This is an optimization exercise on Yosys and OpenROAD, whose aim is small area and a short achievable clock period, not a production implementation.
The RTL was checked by simulation tests, not by an equivalence proof against the original design.
Power and IR drop assume default switching activity.

## run.sh

```bash
#!/bin/bash
# synth_recipe.tcl (not shown) runs the flow's synth.tcl, then flattens the netlist and writes it again
# the make line also repeats each setting of config.mk as NAME=value (left out here)
make -C /OpenROAD-flow-scripts/flow DESIGN_CONFIG=/design/flow/config.mk WORK_HOME=/design/flow/orfs CLKGATE_MAP_FILE= SYNTH_SCRIPT=/design/flow/synth_recipe.tcl finish
```

## config.mk

```make
export PLATFORM = sky130hd
export DESIGN_NAME = riscv_sc_top
export DESIGN_NICKNAME = riscv_sc_top
export VERILOG_FILES = /design/flow/design.v
export SDC_FILE = /design/flow/constraint.sdc
export NUM_CORES = 4
export LEC_CHECK = 0
export CAP_MARGIN = 20
export CORE_MARGIN = 2
export CORE_UTILIZATION = 30
export PLACE_DENSITY = 0.5
export SETUP_SLACK_MARGIN = 0.4
export SLEW_MARGIN = 20
```

## constraint.sdc

```tcl
create_clock -name core_clock -period 11.0 [get_ports {clk}]
set_input_delay 2.2000 -clock core_clock [delete_from_list [all_inputs] [get_ports {clk}]]
set_output_delay 2.2000 -clock core_clock [all_outputs]
set_load 0.01 [all_outputs]
```

## design.v

```verilog
module adder_for_auipc (
    input [31:0] pc_for_auipc,    
    input [31:0] imm_for_btype,   
    output [31:0] pc_plus_imm_for_auipc 
);
    assign pc_plus_imm_for_auipc = pc_for_auipc + imm_for_btype; 
endmodule
module alu(
  input [31:0] dataA, dataB,
    input [3:0] sel,
    output reg [31:0] out,
    output reg branch_taken  
);
    always @(*) begin
        branch_taken = 1'b0;  
        case(sel)
            4'b0000: out = dataA + dataB;  
            4'b0001: out = dataA << dataB[4:0];  
            4'b0010: out = (dataA < dataB) ? 32'b1 : 32'b0;  
            4'b0011: out = ($unsigned(dataA) < $unsigned(dataB)) ? 32'b1 : 32'b0;  
            4'b0100: out = dataA ^ dataB;  
            4'b0101: out = dataA >> dataB[4:0];  
            4'b0110: out = dataA | dataB;  
            4'b0111: out = dataA & dataB;  
            4'b1000: out = dataA - dataB;  
            4'b1001: out = $signed(dataA) >>> dataB[4:0];  
            4'b1010: begin  
                out = (dataA == dataB) ? 32'b1 : 32'b0;
                branch_taken = (dataA == dataB) ? 1'b1 : 1'b0;
            end
            4'b1011: begin  
                out = (dataA != dataB) ? 32'b1 : 32'b0;
                branch_taken = (dataA != dataB) ? 1'b1 : 1'b0;
            end
            4'b1100: begin  
                out = ($signed(dataA) < $signed(dataB)) ? 32'b1 : 32'b0;
                branch_taken = ($signed(dataA) < $signed(dataB)) ? 1'b1 : 1'b0;
            end
            4'b1101: begin  
                out = ($signed(dataA) >= $signed(dataB)) ? 32'b1 : 32'b0;
                branch_taken = ($signed(dataA) >= $signed(dataB)) ? 1'b1 : 1'b0;
            end
            4'b1110: begin  
                out = (dataA < dataB) ? 32'b1 : 32'b0;
                branch_taken = (dataA < dataB) ? 1'b1 : 1'b0;
            end
            4'b1111: begin  
                out = (dataA >= dataB) ? 32'b1 : 32'b0;
                branch_taken = (dataA >= dataB) ? 1'b1 : 1'b0;
            end
            default: out = 32'b0;
        endcase
    end
endmodule
module control_unit (
  input [31:0] instruction,
  input wire branch_taken,
    output reg [3:0] sel,
    output reg [1:0] sel_bit_mux,
    output addr, sub, sllr, sltr, sltur, xorr, srlr, srar, orr, andr,
    output addi,addi2, slli, slti, sltui, xori, srli, srai, ori, andi,
    output sw, sh, sb, lb, lh, lw, lbu, lhu,
    output jal, jalr,jalreverse,
    output beq, bne, blt, bge, bltu, bgeu,
    output add, sll, slt, sltu, xorrr, srl, sra, orrr, andd,
    output out0, out1, out2, out3,
    output wenb, rs2_imm_sel,
    output lui_enb, auipc_wenb, load_enb, jal_enb, branch_enb, in_to_pr
);
    wire i0, i1, i2, i3, i4, i5, i6, i7, i8;
    wire [8:0] selected_bits;
    assign i0 = instruction[2];
    assign i1 = instruction[3];
    assign i2 = instruction[4];
    assign i3 = instruction[5];
    assign i4 = instruction[6];
    assign i5 = instruction[12];
    assign i6 = instruction[13];
    assign i7 = instruction[14];
    assign i8 = instruction[30];
    assign addr = (~i0)&(~i1)&(i2)&(i3)&(~i4)&(~i5)&(~i6)&(~i7)&(~i8);
    assign sub = (~i0)&(~i1)&(i2)&(i3)&(~i4)&(~i5)&(~i6)&(~i7)&(i8);
    assign sllr = (~i0)&(~i1)&(i2)&(i3)&(~i4)&(i5)&(~i6)&(~i7)&(~i8);
    assign sltr = (~i0)&(~i1)&(i2)&(i3)&(~i4)&(~i5)&(i6)&(~i7)&(~i8);
    assign sltur = (~i0)&(~i1)&(i2)&(i3)&(~i4)&(i5)&(i6)&(~i7)&(~i8);
    assign xorr = (~i0)&(~i1)&(i2)&(i3)&(~i4)&(~i5)&(~i6)&(i7)&(~i8);
    assign srlr = (~i0)&(~i1)&(i2)&(i3)&(~i4)&(i5)&(~i6)&(i7)&(~i8);
    assign srar = (~i0)&(~i1)&(i2)&(i3)&(~i4)&(i5)&(~i6)&(i7)&(i8);
    assign orr = (~i0)&(~i1)&(i2)&(i3)&(~i4)&(~i5)&(i6)&(i7)&(~i8);
    assign andr = (~i0)&(~i1)&(i2)&(i3)&(~i4)&(i5)&(i6)&(i7)&(~i8);
    assign addi = (~i0)&(~i1)&(i2)&(~i3)&(~i4)&(~i5)&(~i6)&(~i7)&(~i8);
  assign addi2 = (~i0)&(~i1)&(i2)&(~i3)&(~i4)&(~i5)&(~i6)&(~i7)&(i8);
    assign slli = (~i0)&(~i1)&(i2)&(~i3)&(~i4)&(i5)&(~i6)&(~i7)&(~i8); 
    assign slti = (~i0)&(~i1)&(i2)&(~i3)&(~i4)&(~i5)&(i6)&(~i7)&(~i8);
    assign sltui = (~i0)&(~i1)&(i2)&(~i3)&(~i4)&(i5)&(i6)&(~i7)&(~i8);
    assign xori = (~i0)&(~i1)&(i2)&(~i3)&(~i4)&(~i5)&(~i6)&(i7)&(~i8);
    assign srli = (~i0)&(~i1)&(i2)&(~i3)&(~i4)&(i5)&(~i6)&(i7)&(~i8);
    assign srai = (~i0)&(~i1)&(i2)&(~i3)&(~i4)&(i5)&(~i6)&(i7)&(i8);
    assign ori = (~i0)&(~i1)&(i2)&(~i3)&(~i4)&(~i5)&(i6)&(i7)&(~i8);
    assign andi = (~i0)&(~i1)&(i2)&(~i3)&(~i4)&(i5)&(i6)&(i7)&(~i8);
    assign sw = (~i0)&(~i1)&(~i2)&(i3)&(~i4)&(~i5)&(i6)&(~i7)&(~i8);
    assign sh = (~i0)&(~i1)&(~i2)&(i3)&(~i4)&(i5)&(~i6)&(~i7)&(~i8);
    assign sb = (~i0)&(~i1)&(~i2)&(i3)&(~i4)&(~i5)&(~i6)&(~i7)&(~i8);
    assign lb = (~i0)&(~i1)&(~i2)&(~i3)&(~i4)&(~i5)&(~i6)&(~i7)&(~i8);
    assign lh = (~i0)&(~i1)&(~i2)&(~i3)&(~i4)&(i5)&(~i6)&(~i7)&(~i8);
    assign lw = (~i0)&(~i1)&(~i2)&(~i3)&(~i4)&(~i5)&(i6)&(~i7)&(~i8);
    assign lbu = (~i0)&(~i1)&(~i2)&(~i3)&(~i4)&(~i5)&(i6)&(i7)&(~i8);
    assign lhu = (~i0)&(~i1)&(~i2)&(~i3)&(~i4)&(i5)&(~i6)&(i7)&(~i8);
    assign load_enb = (lb) | (lh) | (lw) | (lbu) | (lhu);
    assign jal = (i0)&(i1)&(~i2)&(i3)&(i4)&(~i5)&(~i6)&(~i7)&(~i8);
  	assign jalreverse = (i0)&(i1)&(~i2)&(i3)&(i4)&(i5)&(i6)&(i7)&(i8);
    assign jalr = (i0)&(~i1)&(~i2)&(i3)&(i4)&(~i5)&(~i6)&(~i7)&(~i8);
    assign jal_enb = (jal) | (jalr);
    assign lui_enb = (i0)&(~i1)&(i2)&(i3)&(~i4);
    assign auipc_wenb = (i0)&(~i1)&(i2)&(~i3)&(~i4);
    assign beq = (~i0)&(~i1)&(~i2)&(i3)&(i4)&(~i5)&(~i6)&(~i7);
    assign bne = (~i0)&(~i1)&(~i2)&(i3)&(i4)&(i5)&(~i6)&(~i7);
    assign blt = (~i0)&(~i1)&(~i2)&(i3)&(i4)&(~i5)&(~i6)&(i7);
    assign bge = (~i0)&(~i1)&(~i2)&(i3)&(i4)&(i5)&(~i6)&(i7);
    assign bltu = (~i0)&(~i1)&(~i2)&(i3)&(i4)&(~i5)&(i6)&(i7);
    assign bgeu = (~i0)&(~i1)&(~i2)&(i3)&(i4)&(i5)&(i6)&(i7);
  assign branch_enb = (beq) | (bne) | (blt) | (bge) | (bltu) | (bgeu);
    assign add = (addr) | (addi);
    assign sll = (sllr) | (slli);
    assign slt = (sltr) | (slti);
    assign sltu = (sltur) | (sltui);
    assign xorrr = (xorr) | (xori);
    assign srl = (srlr) | (srli);
    assign sra = (srar) | (srai);
    assign orrr = (orr) | (ori);
    assign andd = (andr) | (andi);
      assign out0 = (sub)| (sra) | (beq) | (bne) | (blt) | (bge) | (bltu) | (bgeu);
  assign out1 = (xorrr) | (orrr) | (andd) | (blt)  | (bge) | (bltu) | (bgeu) | (srl);
  assign out2 =  (orrr) | (andd) | (beq)  | (bne) | (bltu) | (bgeu) | (slt) | (sltu) ;
  assign out3 =  (sra) | (bne)  | (bge) | (bgeu) | (andd) | (sll) | (srl) | (sltu) ;
    always @(*) begin
        sel = {out0, out1, out2, out3};
     end 
    assign wenb = (lw) | (jal) | (lh) | (lb) | (addr) | (sub) | (srar) | (sllr) | (orr) | (andr) | (sltur) | (sltr) | (srai) | (xorr) | (srlr) | (andi) | (auipc_wenb) | (ori) | (xori) | (sltui) | (srli) | (slli) | (addi) | (slti) | (sb) | (sh) | (sw) | (lbu) | (lhu) | (jalr) | (lui_enb) | (addi2);
    assign rs2_imm_sel = (lui_enb) | (jal) | (lb) | (lh) |(addi) | (sh) | (sb) | (sw) | (slli) | (srai) | (auipc_wenb) | (ori) | (andi) | (srli) | (xori) | (sltui) | (slti) | (lbu) | (lhu) | (jalr) | (lw) | (jalreverse) | (addi2);
  assign in_to_pr = ~(jal | jalr | branch_taken);
    always @(*) 
    begin
      casez({branch_taken, jalr, {jal | jalreverse}, in_to_pr})
    		4'b1000 : sel_bit_mux = 2'b11;
    		4'b0100 : sel_bit_mux = 2'b10;
    		4'b0010 : sel_bit_mux = 2'b01;
    		4'b0001 : sel_bit_mux = 2'b00;
    		default : sel_bit_mux = 2'b01;
    	endcase
    end
endmodule
module data_mem(
    input load_enb,
    input sb, sh, sw,
    input lb, lh, lw, lbu, lhu,
    input [31:0] mem_rdata,
    output [3:0] wmask,
    output reg [31:0] read_data
);
    always @(*) begin
        if (load_enb) begin
            case (1'b1)
                lb:  read_data = {{24{mem_rdata[7]}}, mem_rdata[7:0]};
                lh:  read_data = {{16{mem_rdata[15]}}, mem_rdata[15:0]};
                lw:  read_data = mem_rdata;
                lbu: read_data = {24'b0, mem_rdata[7:0]};
                lhu: read_data = {16'b0, mem_rdata[15:0]};
                default: read_data = 32'b0;
            endcase
        end
        else begin
            read_data = 32'b0;
        end
    end
    assign wmask = sb ? 4'b0001 : sh ? 4'b0011 : sw ? 4'b1111 : 4'b0000;
endmodule
module decoder(
    input [31:0] instruction,
    output [4:0] rs1, rs2, rdi
);
    assign rs1 = instruction[19:15];
    assign rs2 = instruction[24:20];
    assign rdi = instruction[11:7];
endmodule
module fetch (
    input wire clk,
    input wire rst,
  	input [1:0] sel,
    input [31:0] pc_plus_4,
  	input [31:0] pc_plus_imm, pc_plus_imm_2,
    input [31:0] rs1_plus_imm_for_jalr,
    output wire [31:0] pc
);
    wire [31:0] pc_next;
    pc PC (
        .clk(clk),
        .rst(rst),
        .pc_next(pc_next),
        .pc_write(1'b1),
        .pc_out(pc)
    );
  	mux_4to1 mux4 (
    .sel(sel),
    .pc_plus_4(pc_plus_4),
    .pc_plus_imm(pc_plus_imm),
    .pc_plus_imm_2(pc_plus_imm_2),
    .rs1_plus_imm_for_jalr(rs1_plus_imm_for_jalr),
    .out(pc_next)
  );
endmodule
module immediate_generator(
  input [31:0] instruction,
  output reg [31:0] imm,
  output reg [3:0] sel
);
  always @(*) begin
    casez (instruction[6:0])
      7'b0010011: sel = 4'b0000;  
      7'b0100011: sel = 4'b0001;  
      7'b1100011: sel = 4'b0010;  
      7'b0110111: sel = 4'b0011;  
      7'b1101111: sel = 4'b0100;  
      7'b0110011: sel = 4'b0101;  
      7'b0000011: sel = 4'b0110;  
      7'b1100111: sel = 4'b0111;  
      7'b0010111: sel = 4'b0011;  
      default: sel = 4'b1111;  
    endcase
  end
  always @(*) begin
    case (sel)
      4'b0000: imm = {{20{instruction[31]}}, instruction[31:20]};  
      4'b0001: imm = {{20{instruction[31]}}, instruction[31:25], instruction[11:7]};  
      4'b0010: imm = {{19{instruction[31]}}, instruction[31], instruction[7], instruction[30:25], instruction[11:8], 1'b0};  
      4'b0011: imm = {instruction[31:12], 12'b0};  
      4'b0100: imm = {{11{instruction[31]}}, instruction[31], instruction[19:12], instruction[20], instruction[30:21], 1'b0};  
      4'b0101: imm = 32'b0;  
      4'b0110: imm = {{20{instruction[31]}}, instruction[31:20]};  
      4'b0111: imm = {{20{instruction[31]}}, instruction[31:20]};  
      default: imm = 32'b0;  
    endcase
  end
endmodule
module pc_plus_4(
    input wire [31:0] pc,        
    output wire [31:0] pc_plus4  
);
    assign pc_plus4 = pc + 32'd4;  
endmodule
module mux_rs2 (
    input [31:0] rs2,   
    input [3:0] sel_bit, 
    output reg [31:0] output_data_forstore 
);
    always @(*) begin
      case (sel_bit)
            4'b0000: output_data_forstore = rs2;                 
            4'b0010: output_data_forstore = {24'b0, rs2[7:0]};   
            4'b0100: output_data_forstore = {16'b0, rs2[15:0]};  
            default: output_data_forstore = 32'b0;               
        endcase
    end
endmodule
module mux2to1(
	input wire [31:0] imm_input,
  input wire [31:0] reg_input,
	input select,
	output wire [31:0] out
);
	assign out = select ? imm_input : reg_input;
endmodule	
module mux_4to1(
  	input [1:0] sel,
    input [31:0] pc_plus_4,
  	input [31:0] pc_plus_imm, pc_plus_imm_2,
    input [31:0] rs1_plus_imm_for_jalr,
    output reg [31:0] out
);
    always @(*) begin
        case (sel)
            2'b00: out = pc_plus_4;
            2'b01: out = pc_plus_imm;
            2'b10: out = rs1_plus_imm_for_jalr;
            2'b11: out = pc_plus_imm_2; 
            default: out = 32'b0; 
        endcase
    end
endmodule
module mux8to1(
    input wire [31:0] alu_result, load_result, pc_plus_4, pc_plus_imm, imm_for_b_type,  
    input wire [2:0] sel,  
    output reg [31:0] out  
);
    always @(*) begin
        case (sel)
            3'b000: out = alu_result;      
            3'b001: out = load_result;     
            3'b010: out = pc_plus_4;       
            3'b011: out = pc_plus_imm;     
            3'b100: out = imm_for_b_type;  
            default: out = 32'b0;          
        endcase
    end
endmodule
module pc (
    input wire clk,             
    input wire rst,             
    input wire [31:0] pc_next,  
    input wire pc_write,        
    output reg [31:0] pc_out    
);
    always @(posedge clk or posedge rst) begin
        if (rst)
            pc_out <= 32'h00000000; 
        else if (pc_write)
            pc_out <= pc_next;      
    end
endmodule
module prienc(
	input wire enable,
	output wire mux_select
);
	assign mux_select = enable;
endmodule
module priority_encoder_8to3 (
    input wire alu_result,     
    input wire load_enable,    
    input wire jal_enb,        
    input wire enable_for_auipc,
    input wire lui_enable,      
    output reg [2:0] sel        
);
    wire [4:0] input_concat = {lui_enable, enable_for_auipc, jal_enb, load_enable, alu_result};
    always @(*) begin
        casez (input_concat)
            5'b1????: sel = 3'b100;  
            5'b01???: sel = 3'b011;  
            5'b001??: sel = 3'b010;  
            5'b0001?: sel = 3'b001;  
            5'b00001: sel = 3'b000;  
            default:  sel = 3'b000;  
        endcase
    end
endmodule
module regfile (
    input clk, reset, enable,
    input [31:0] data_in,
    input [4:0] rs1, rs2, rd_select,
  	output reg [31:0] data_out1, data_out2
);
    reg [31:0] registers [31:0];
    integer i; 
    always @(*) begin
        data_out1 = (rs1 == 0) ? 32'b0 : registers[rs1];
        data_out2 = (rs2 == 0) ? 32'b0 : registers[rs2];
    end    
    always @(posedge clk or posedge reset) begin
        if (reset) begin
            for (i = 0; i < 32; i = i + 1)
                registers[i] <= 32'b0;
        end
        else if (enable && rd_select != 0) begin
            registers[rd_select] <= data_in;   
        end
    end
endmodule
module rs1_plus_imm(
	input [31:0] rs1, imm_input,
	output reg [31:0] rs1_plus_im
);
	always @(*) begin 
        rs1_plus_im = rs1+imm_input+4;
    end 
endmodule
module rs2orimm(
	input [31:0] rs2, imm,
	input select,
	output reg [31:0] dataB
);
	always @(*)
	begin
		dataB = select ? imm : rs2;
	end
endmodule
module riscv_sc_top (
    input         clk,
    input         rst,
    output [31:0] imem_addr,
    input  [31:0] imem_data,
    output        dmem_re,
    output [3:0]  dmem_wmask,
    output [31:0] dmem_addr,
    output [31:0] dmem_wdata,
    input  [31:0] dmem_rdata
);
  wire [31:0] pc, pc_imm, pc_plus4, rs1_plus_imm, out_1;
  wire [31:0] instruction;
  wire [4:0]  rs1, rs2, rdi;
  wire [31:0] imm;
  wire [3:0]  sel, sel_imm;
  wire [31:0] alu_out;
  wire [2:0]  out_for;
  wire [31:0] data1, data2, read_data, outputt;
  wire        branch_taken;
  wire [1:0]  sel_bit_mux;
  wire addr, sub, sllr, sltr, sltur, xorr, srlr, srar, orr, andr, addi, addi2, slli, slti, sltui, xori, srli, srai, ori, andi, sw, sh, sb, lb, lh, lw, lbu, lhu, jal, jalr, jalreverse, beq, bne, blt, bge, bltu, bgeu, add, sll, slt, sltu, xorrr, srl, sra, orrr, andd, out0, out1, out2, out3, wenb, rs2_imm_sel, lui_enb, auipc_wenb, load_enb, jal_enb, branch_enb, in_to_pr;
  assign instruction = imem_data;
  assign imem_addr   = pc;
  assign dmem_re     = load_enb;
  assign dmem_addr   = alu_out;
  assign dmem_wdata  = data2;
  fetch uut (
    .clk(clk),
    .rst(rst),
    .sel(sel_bit_mux),
    .pc_plus_4(pc_plus4),
    .pc_plus_imm(pc_imm),
    .pc_plus_imm_2(pc_imm),
    .rs1_plus_imm_for_jalr(rs1_plus_imm),
    .pc(pc)
  );
  decoder dec (
    .instruction(instruction),
    .rs1(rs1),
    .rs2(rs2),
    .rdi(rdi)
  );
  immediate_generator imm_gen (
    .instruction(instruction),
    .imm(imm),
    .sel(sel_imm)
  );
  alu alu (
    .dataA(data1),
    .dataB(out_1),
    .out(alu_out),
    .sel(sel),
    .branch_taken(branch_taken)
  );
  regfile regfile (
    .clk(clk),
    .reset(rst),
    .enable(1'b1),
    .data_in(outputt),
    .rs1(rs1),
    .rs2(rs2),
    .rd_select(rdi),
    .data_out1(data1),
    .data_out2(data2)
  );
  mux2to1 mux2to1 (
    .imm_input(imm),
    .reg_input(data2),
    .select(rs2_imm_sel),
    .out(out_1)
  );
  control_unit control_inst (
    .branch_taken(branch_taken),
    .addr(addr), .sub(sub), .sllr(sllr), .sltr(sltr), .sltur(sltur),
    .xorr(xorr), .srlr(srlr), .srar(srar), .orr(orr), .andr(andr),
    .addi(addi), .addi2(addi2), .slli(slli), .slti(slti), .sltui(sltui),
    .xori(xori), .srli(srli), .srai(srai), .ori(ori), .andi(andi),
    .sw(sw), .sh(sh), .sb(sb), .lb(lb), .lh(lh), .lw(lw), .lbu(lbu), .lhu(lhu),
    .jal(jal), .jalr(jalr), .jalreverse(jalreverse),
    .beq(beq), .bne(bne), .blt(blt), .bge(bge), .bltu(bltu), .bgeu(bgeu),
    .add(add), .sll(sll), .slt(slt), .sltu(sltu), .xorrr(xorrr), .srl(srl),
    .sra(sra), .orrr(orrr), .andd(andd),
    .out0(out0), .out1(out1), .out2(out2), .out3(out3),
    .instruction(instruction),
    .sel(sel),
    .sel_bit_mux(sel_bit_mux),
    .wenb(wenb),
    .rs2_imm_sel(rs2_imm_sel),
    .lui_enb(lui_enb),
    .auipc_wenb(auipc_wenb),
    .load_enb(load_enb),
    .jal_enb(jal_enb),
    .branch_enb(branch_enb),
    .in_to_pr(in_to_pr)
  );
  data_mem DM (
    .load_enb(load_enb),
    .sb(sb), .sh(sh), .sw(sw),
    .lb(lb), .lh(lh), .lw(lw), .lbu(lbu), .lhu(lhu),
    .mem_rdata(dmem_rdata),
    .wmask(dmem_wmask),
    .read_data(read_data)
  );
  adder_for_auipc adder_auipc (
    .pc_for_auipc(pc),
    .imm_for_btype(imm),
    .pc_plus_imm_for_auipc(pc_imm)
  );
  priority_encoder_8to3 prienc2 (
    .alu_result(1'b1),
    .load_enable(load_enb),
    .jal_enb(jal_enb),
    .enable_for_auipc(branch_taken),
    .lui_enable(lui_enb),
    .sel(out_for)
  );
  mux8to1 mux_8to1 (
    .sel(out_for),
    .alu_result(alu_out),
    .load_result(read_data),
    .pc_plus_4(pc),
    .pc_plus_imm(pc_imm),
    .imm_for_b_type(imm),
    .out(outputt)
  );
  pc_plus_4 pc_4 (
    .pc(pc),
    .pc_plus4(pc_plus4)
  );
  rs1_plus_imm rs1_imm (
    .rs1(data1),
    .imm_input(imm),
    .rs1_plus_im(rs1_plus_imm)
  );
endmodule
```

==> run summary <==
registers in the layout, summed over array words and instances (netlist names):
signal	cells
regfile.registers	992
uut.PC.pc_out	32
stage by stage:
step	power [W]	area (um^2)	hold slack [ns]	setup WS [ns]	TNS, ns
final	0.0221	85700	0.511	0.411	0
after global placement	0.0173	80100	0.481	-1.34	-13.47
after floorplan	0.0110	66400	0.462	-5.31	-5441.47
after global routing	0.0228	85600	0.522	0.330	0
after detailed placement	0.0173	80100	0.492	-1.29	-11.22
after CTS	0.0217	85300	0.506	0.401	0
routing by layer:
layer  track usage [%]  routed length (um)  vias up
met1              52.8              188000    38300
met3              10.9               50600     1554
li1                  -                   -    31900
met5                 0                 132        -
met4              30.1               41300       18
met2              62.8              207000     5729
cell usage in the layout, fill, tap and decap left out, drive strengths merged, types with 47 or more instances in the layout:
cell           netlist  routed
ha                 190     190
xnor2               57      57
nand4              154     154
a22oi              485     485
o211ai              69      69
nor3               173     173
o21ai             1004    1004
nand3              674     674
nand2             1141    1141
mux2               104     104
nor4                63      63
a22o                59      59
clkdlybuf4s50        0     139
buf                217    1311
and2                48      48
dfrtp             1024    1024
a21o                74      74
inv                151     153
a21oi              453     453
clkbuf             555     168
a31oi              115     115
a222oi              47      47
nor2               462     462
and3               118     118
layout make-up:
| type | instances | area share, % |
|---|---|---|
| Antenna cell | 31 | 0.0905 |
| Clock buffer | 168 | 3.96 |
| Clock inverter | 46 | 0.663 |
| Inverter | 152 | 0.670 |
| Multi-Input combinational cell | 6233 | 45.0 |
| Sequential cell | 1024 | 29.9 |
| Tap cell | 2958 | 4.32 |
| Timing Repair Buffer | 1462 | 15.4 |
what timing repair did:
action	in CTS	in global routing
pin swaps	70	11
endpoints found under the setup margin	24	15
hold buffers	0	0
resized for setup	243	52
buffers inserted	48	4
gates cloned	2	0
cells by family (layout without fill, tap and decap cells):
logic type	Yosys count	count (layout)	synth area share, %
simple gates	3029	3029	21.4
buf+inv	924	1828	5.78
compound gates	2787	2787	27.2
other cells	0	31	0
mux	122	122	2.04
fa+ha+maj	194	194	3.70
flops	1024	1024	38.6
xor+xnor	101	101	1.33
worst register-to-register path, delay by kind of cell, from the launching register on:
family,cells,cell delay [ns]
and+or+nand+nor,2,0.57
muxes,2,0.53
DFF,1,0.49
adders and majority gates,1,0.31
buffers and inverters,7,1.47
AOI/OAI and AO/OA,14,3.87
worst max-delay path by stage:
stage | start | end | slack [ns]
final | imem_data[23] | dmem_addr[29] | 0.41
after global routing | imem_data[24] | dmem_addr[29] | 0.33
after CTS | imem_data[23] | dmem_addr[30] | 0.40
after detailed placement | imem_data[23] | dmem_addr[30] | -1.29
after global placement | imem_data[21] | dmem_addr[30] | -1.34
after floorplan | rst | regfile.registers[10][0] | -5.31
report_power, final:
part / total (W) / switching, W / internal, W
logic: 0.0104 / 0.00650 / 0.00393
registers: 0.00755 / 0.00227 / 0.00528
clock network: 0.00416 / 0.00183 / 0.00233
total: 0.0221 / 0.0106 / 0.0115
==> impl_metrics.csv <==
group,metric,value,unit
floorplanning,die_w,474,um
worst_setup_path,reg2reg_slack,3.61,ns
worst_setup_path,worstPathRequired,8.80,ns
finish,final.fill_count,22400,
synth,yosys_register_bits,1024,
detailed_routing,vias,77500,
run_status,status,"no timing/DRC/antenna violations",
worst_setup_path,cp-start-kind,"input port",
cts,cts_tree,"built",
synth,synth-edff-count,0,
pwr,p_per_area,258,nW/um^2
synth,syn-num-nets,8441,
cts,clkLatencyLatePin,0.85,ns
detailed_routing,drt_drc_violations_left,0,
finish,fin_cells,12100,
synth,synth_cells,8181,
floorplanning,coreArea,220000,um^2
floorplanning,die_area,225000,um^2
synth,async_flop_share,100,%
cts,numCtsBuffers,119,
place,place_congestion,1.03,
synth,synth.top_cells.by_area,"dfrtp_1, nand2_1, o21ai_0, a22oi_1, nand3_1",
synth,postSynthAreaPerCell,8.11,um^2
detailed_routing,postRouteAntennaNets,0,
worst_setup_path,cpMostUsedCell,"buf_4",
sta,slew_violations,0,
sta,fin_crit_sh,96.3,%
global_routing,grt_pass1_wl,651000,um
pwr,max-vdd-ir-drop,0.146,mV
worst_setup_path,crit_path_top_delay_cell,"clkdlybuf4s50_1",
place,io_buffers,166,
synth,synth_top_flop_cell,"dfrtp_1",
synth,ys_seq_area_share,38.6,%
sta,finalClockSkew,0.113,ns
sta,worst_slew_pin_slew,1.17,ns
min_path,worstHoldStart,"regfile.registers[8][19]",
place,placed_cells,11800,
worst_setup_path,crit_fanout,8,
finish,finalNetCount,9252,
finish,seqCellArea,25600,um^2
synth,yosysTopAreaCell,"dfrtp_1",
global_routing,antenna_found_initial,39,
min_path,hold_depth,2,
detailed_routing,vias_per_cell,6.42,
finish,syn_to_final_growth,29.1,%
global_routing,grt_max_degree,153,
min_path,hold_end,"regfile.registers[8][19]",
cts,clock_path_buffers,3,
detailed_routing,drt-pass1-iter-count,8,
global_routing,grt_pass1_vias,72800,
global_routing,grt.overflow.total,0,
worst_setup_path,r2r_cells,26,
synth,synth_most_common_cell,"nand2_1",
synth,synthesis.area,66400,um^2
min_path,hp-class,"flip-flop to flip-flop",
detailed_routing,routedWlPerCell,40.3,um
sta,min_period,10.59,ns
pwr,leakage,37.2,nW
worst_setup_path,crit_buf_inv,14,
worst_setup_path,cp_top_family,"buffers and inverters",
detailed_routing,drt_iter0_drc,12300,
synth,synth_cell_types,114,
synth,yosysWarnings,11,
floorplanning,die_height,474,um
floorplanning,rows,172,
synth,synthTopCellsByCount,"nand2_1, dfrtp_1, o21ai_0",
worst_setup_path,path_class,"input port to primary output",
cts,cts.clk_slew.worst_paths,0.06,ns
finish,multi_input_area,38500,um^2
worst_setup_path,cp.arrival,8.39,ns
finish,final_core_util,39.0,%
worst_setup_path,r2r_start,"regfile.registers[16][4]",
sta,hold_viol,0,
cts,cts_root_buf,"clkbuf_16",
sta,setup_violations,0,
worst_setup_path,end_kind,"primary output",
cts,cts_max_level,3,
sta,max_clock_freq,0.0944,GHz
detailed_routing,route.final.wire_length,487000,um
floorplanning,start_util,30.2,%
sta,rsz0062_at_grt,"true",
sta,max_slew_margin,22.2,%
cts,clock-sinks,1024,
global_routing,grt.total_usage,42.2,%
floorplanning,num_io_pins,167,
flow_run,maxCapViolCount,0,
place,dpl.hpwl,358000,um
synth,synth_top_area_share,38.6,%
worst_setup_path,r2r_end,"regfile.registers[28][27]",
worst_setup_path,cp.depth,34,
worst_setup_path,critical_path.max_stage_delay,0.54,ns
finish,layout-drive-gt1-share,21.3,%

-- re-timing with driven ports --
Ports are ideal in the flow. The routed layout listed here was re-timed in OpenROAD. Step 1: set_driving_cell puts a clkbuf_16 on clk and a buf_2 on each other input, an assumption about the parent block. Step 2 times the ports against the registers' clock, not the clock port: input delays grow and output delays shrink by t, the midpoint of the rising clock arrivals with the driver on. Three values: no drivers, after step 1, after step 2; two values: the first two.
shift t [ns]: 0.885
slack for setup (ns): 0.411 / 0.374 / 0.374
latest minus earliest clock arrival (ns): 0.113 / 0.113
slew at the worst register clock pin (ns): 0.08 / 0.08
worst slew at a driven data input, ns: 0.20
After both steps this run still meets setup and hold. The setup slack of this run moves by -0.037 ns with the drivers and by -0.037 ns with both steps.
